Background: an optimization exercise with open tools, aiming at small area and a short achievable clock period. Do not read the settings as production practice. No activity file was given, so power comes from the tool's default toggle rates.

== run a ==
// CircuitTest
module CircuitTest (a,b,c,z,x,clk,rst);
input [63:0] a, b, c;
input clk,rst;
output reg [31:0] z, x;
reg [32:0] greg;
reg [31:0] hreg;
wire n1 = a[0] ^ b[0];
wire n2 = a[1] ^ b[1];
wire n3 = a[2] ^ b[2];
wire n4 = a[3] ^ b[3];
wire n5 = a[4] ^ b[4];
wire n6 = a[5] ^ b[5];
wire n7 = a[6] ^ b[6];
wire n8 = a[7] ^ b[7];
wire n9 = a[8] ^ b[8];
wire n10 = a[9] ^ b[9];
wire n11 = a[10] ^ b[10];
wire n12 = a[11] ^ b[11];
wire n13 = a[12] ^ b[12];
wire n14 = a[13] ^ b[13];
wire n15 = a[14] ^ b[14];
wire n16 = a[15] ^ b[15];
wire n17 = a[16] ^ b[16];
wire n18 = a[17] ^ b[17];
wire n19 = a[18] ^ b[18];
wire n20 = a[19] ^ b[19];
wire n21 = a[20] ^ b[20];
wire n22 = a[21] ^ b[21];
wire n23 = a[22] ^ b[22];
wire n24 = a[23] ^ b[23];
wire n25 = a[24] ^ b[24];
wire n26 = a[25] ^ b[25];
wire n27 = a[26] ^ b[26];
wire n28 = a[27] ^ b[27];
wire n29 = a[28] ^ b[28];
wire n30 = a[29] ^ b[29];
wire n31 = a[30] ^ b[30];
wire n32 = a[31] ^ b[31];
wire n33 = a[32] ^ b[32];
wire n34 = a[0] & b[0];
wire n35 = a[1] & b[1];
wire n36 = a[2] & b[2];
wire n37 = a[3] & b[3];
wire n38 = a[4] & b[4];
wire n39 = a[5] & b[5];
wire n40 = a[6] & b[6];
wire n41 = a[7] & b[7];
wire n42 = a[8] & b[8];
wire n43 = a[9] & b[9];
wire n44 = a[10] & b[10];
wire n45 = a[11] & b[11];
wire n46 = a[12] & b[12];
wire n47 = a[13] & b[13];
wire n48 = a[14] & b[14];
wire n49 = a[15] & b[15];
wire n50 = a[16] & b[16];
wire n51 = a[17] & b[17];
wire n52 = a[18] & b[18];
wire n53 = a[19] & b[19];
wire n54 = a[20] & b[20];
wire n55 = a[21] & b[21];
wire n56 = a[22] & b[22];
wire n57 = a[23] & b[23];
wire n58 = a[24] & b[24];
wire n59 = a[25] & b[25];
wire n60 = a[26] & b[26];
wire n61 = a[27] & b[27];
wire n62 = a[28] & b[28];
wire n63 = a[29] & b[29];
wire n64 = a[30] & b[30];
wire n65 = a[31] & b[31];
wire n66 = a[32] & b[32];
wire n67 = n35 | (n2 & n34);
wire n68 = n2 & n1;
wire n69 = n37 | (n4 & n36);
wire n70 = n4 & n3;
wire n71 = n39 | (n6 & n38);
wire n72 = n6 & n5;
wire n73 = n41 | (n8 & n40);
wire n74 = n8 & n7;
wire n75 = n43 | (n10 & n42);
wire n76 = n10 & n9;
wire n77 = n45 | (n12 & n44);
wire n78 = n12 & n11;
  ...
Size in the first run: about 130 flip-flops.
clock: 7.5 ns
lec_check: 0
abc_area: 1
cap_margin: 20
core_margin: 2
core_utilization: 40
slew_margin: 20
standard.sh (not shown) runs the stock make flow with config.mk's settings and CLKGATE_MAP_FILE= SYNTH_SCRIPT=/design/flow/synth_recipe.tcl, a recipe that flattens the netlist after the stock synthesis.
==> flow/flow/run.sh <==
#!/bin/bash
# Own layout flow: the standard ORFS flow (standard.sh) with two changes:
#  - no Yosys full/half-adder extraction (ADDER_MAP_FILE empty), so ABC maps the
#    hand-written prefix carry logic itself;
#  - the port buffers that buffer_ports inserts on every input and output are
#    sky130_fd_sc_hd__buf_2 instead of the default delay buffer.
# Make's full output goes to flow_make.log here; each ORFS step keeps its own log
# under orfs/logs/.
set -uo pipefail
bash standard.sh ADDER_MAP_FILE= \
  "BUFFER_PORTS_ARGS=-buffer_cell sky130_fd_sc_hd__buf_2" \
  finish > flow_make.log 2>&1
> inputs changed (run a -> run b)
==> flow/run.sh (new file) <==
#!/bin/bash
# synth_recipe.tcl (not shown) runs the flow's synth.tcl, then flattens the netlist and writes it again
# the make line also repeats each setting of config.mk as NAME=value (left out here)
make -C /OpenROAD-flow-scripts/flow DESIGN_CONFIG=/design/flow/config.mk WORK_HOME=/design/flow/orfs CLKGATE_MAP_FILE= SYNTH_SCRIPT=/design/flow/synth_recipe.tcl finish
removed: flow/flow/run.sh
removed: flow/standard.sh
- Run b ran to completion and came out clean on the timing, DRC and antenna checks.
- Relative to run a, the utilization of run b is higher by 4.0 points.
- Lower maximum fanout encountered on the critical timing path among run a and run b: run b
- When the final numbers for run a and run b were put side by side, the transition at the pin with the smallest max-transition slack turned out to be smaller in run b.
- Multi-input gate share of the layout cell area | run b below run a
- Going from run a to run b, share of synthesized area occupied by flip-flops and latches lower, leakage power total lower, clock power higher.
- Run a → run b: routed wire length went down by 2.6%; cell count went down by 410; worst setup slack went down by 1.60 ns.
- Run a reports its critical path launch point as b[12] while run b reports c[0].
- For per-instance average area after synthesis, dividing the value from run b by the value from run a gives 1.3.
Function was not checked in any run of this note: the RTL went through the layout flow alone.

-- static timing again, ports no longer ideal --
Ports are ideal in the flow. The routed layouts listed here were re-timed in OpenROAD. Step 1: set_driving_cell puts a clkbuf_16 on clk and a buf_2 on each other input, an assumption about the parent block. Step 2 moves the port delays by t, midway between the first and last clock arrival at a register: inputs arrive t later, outputs are due t later. That takes back most of the time a late clock gives input paths. Three values: no drivers, after step 1, after step 2; two values: the first two.
run	t (ns)	setup WS [ns]	slew at the worst register clock pin (ns)	worst slew at a driven data input, ns
run a	0.449	3.057 / 3.039 / 2.590	0.06 / 0.06	0.09
run b	0.474	1.455 / 1.448 / 0.974	0.06 / 0.06	0.07
After both steps every run listed still meets setup and hold. For run b, which loses most, drivers alone change the setup slack by -0.007 ns; drivers and shift together by -0.481 ns.
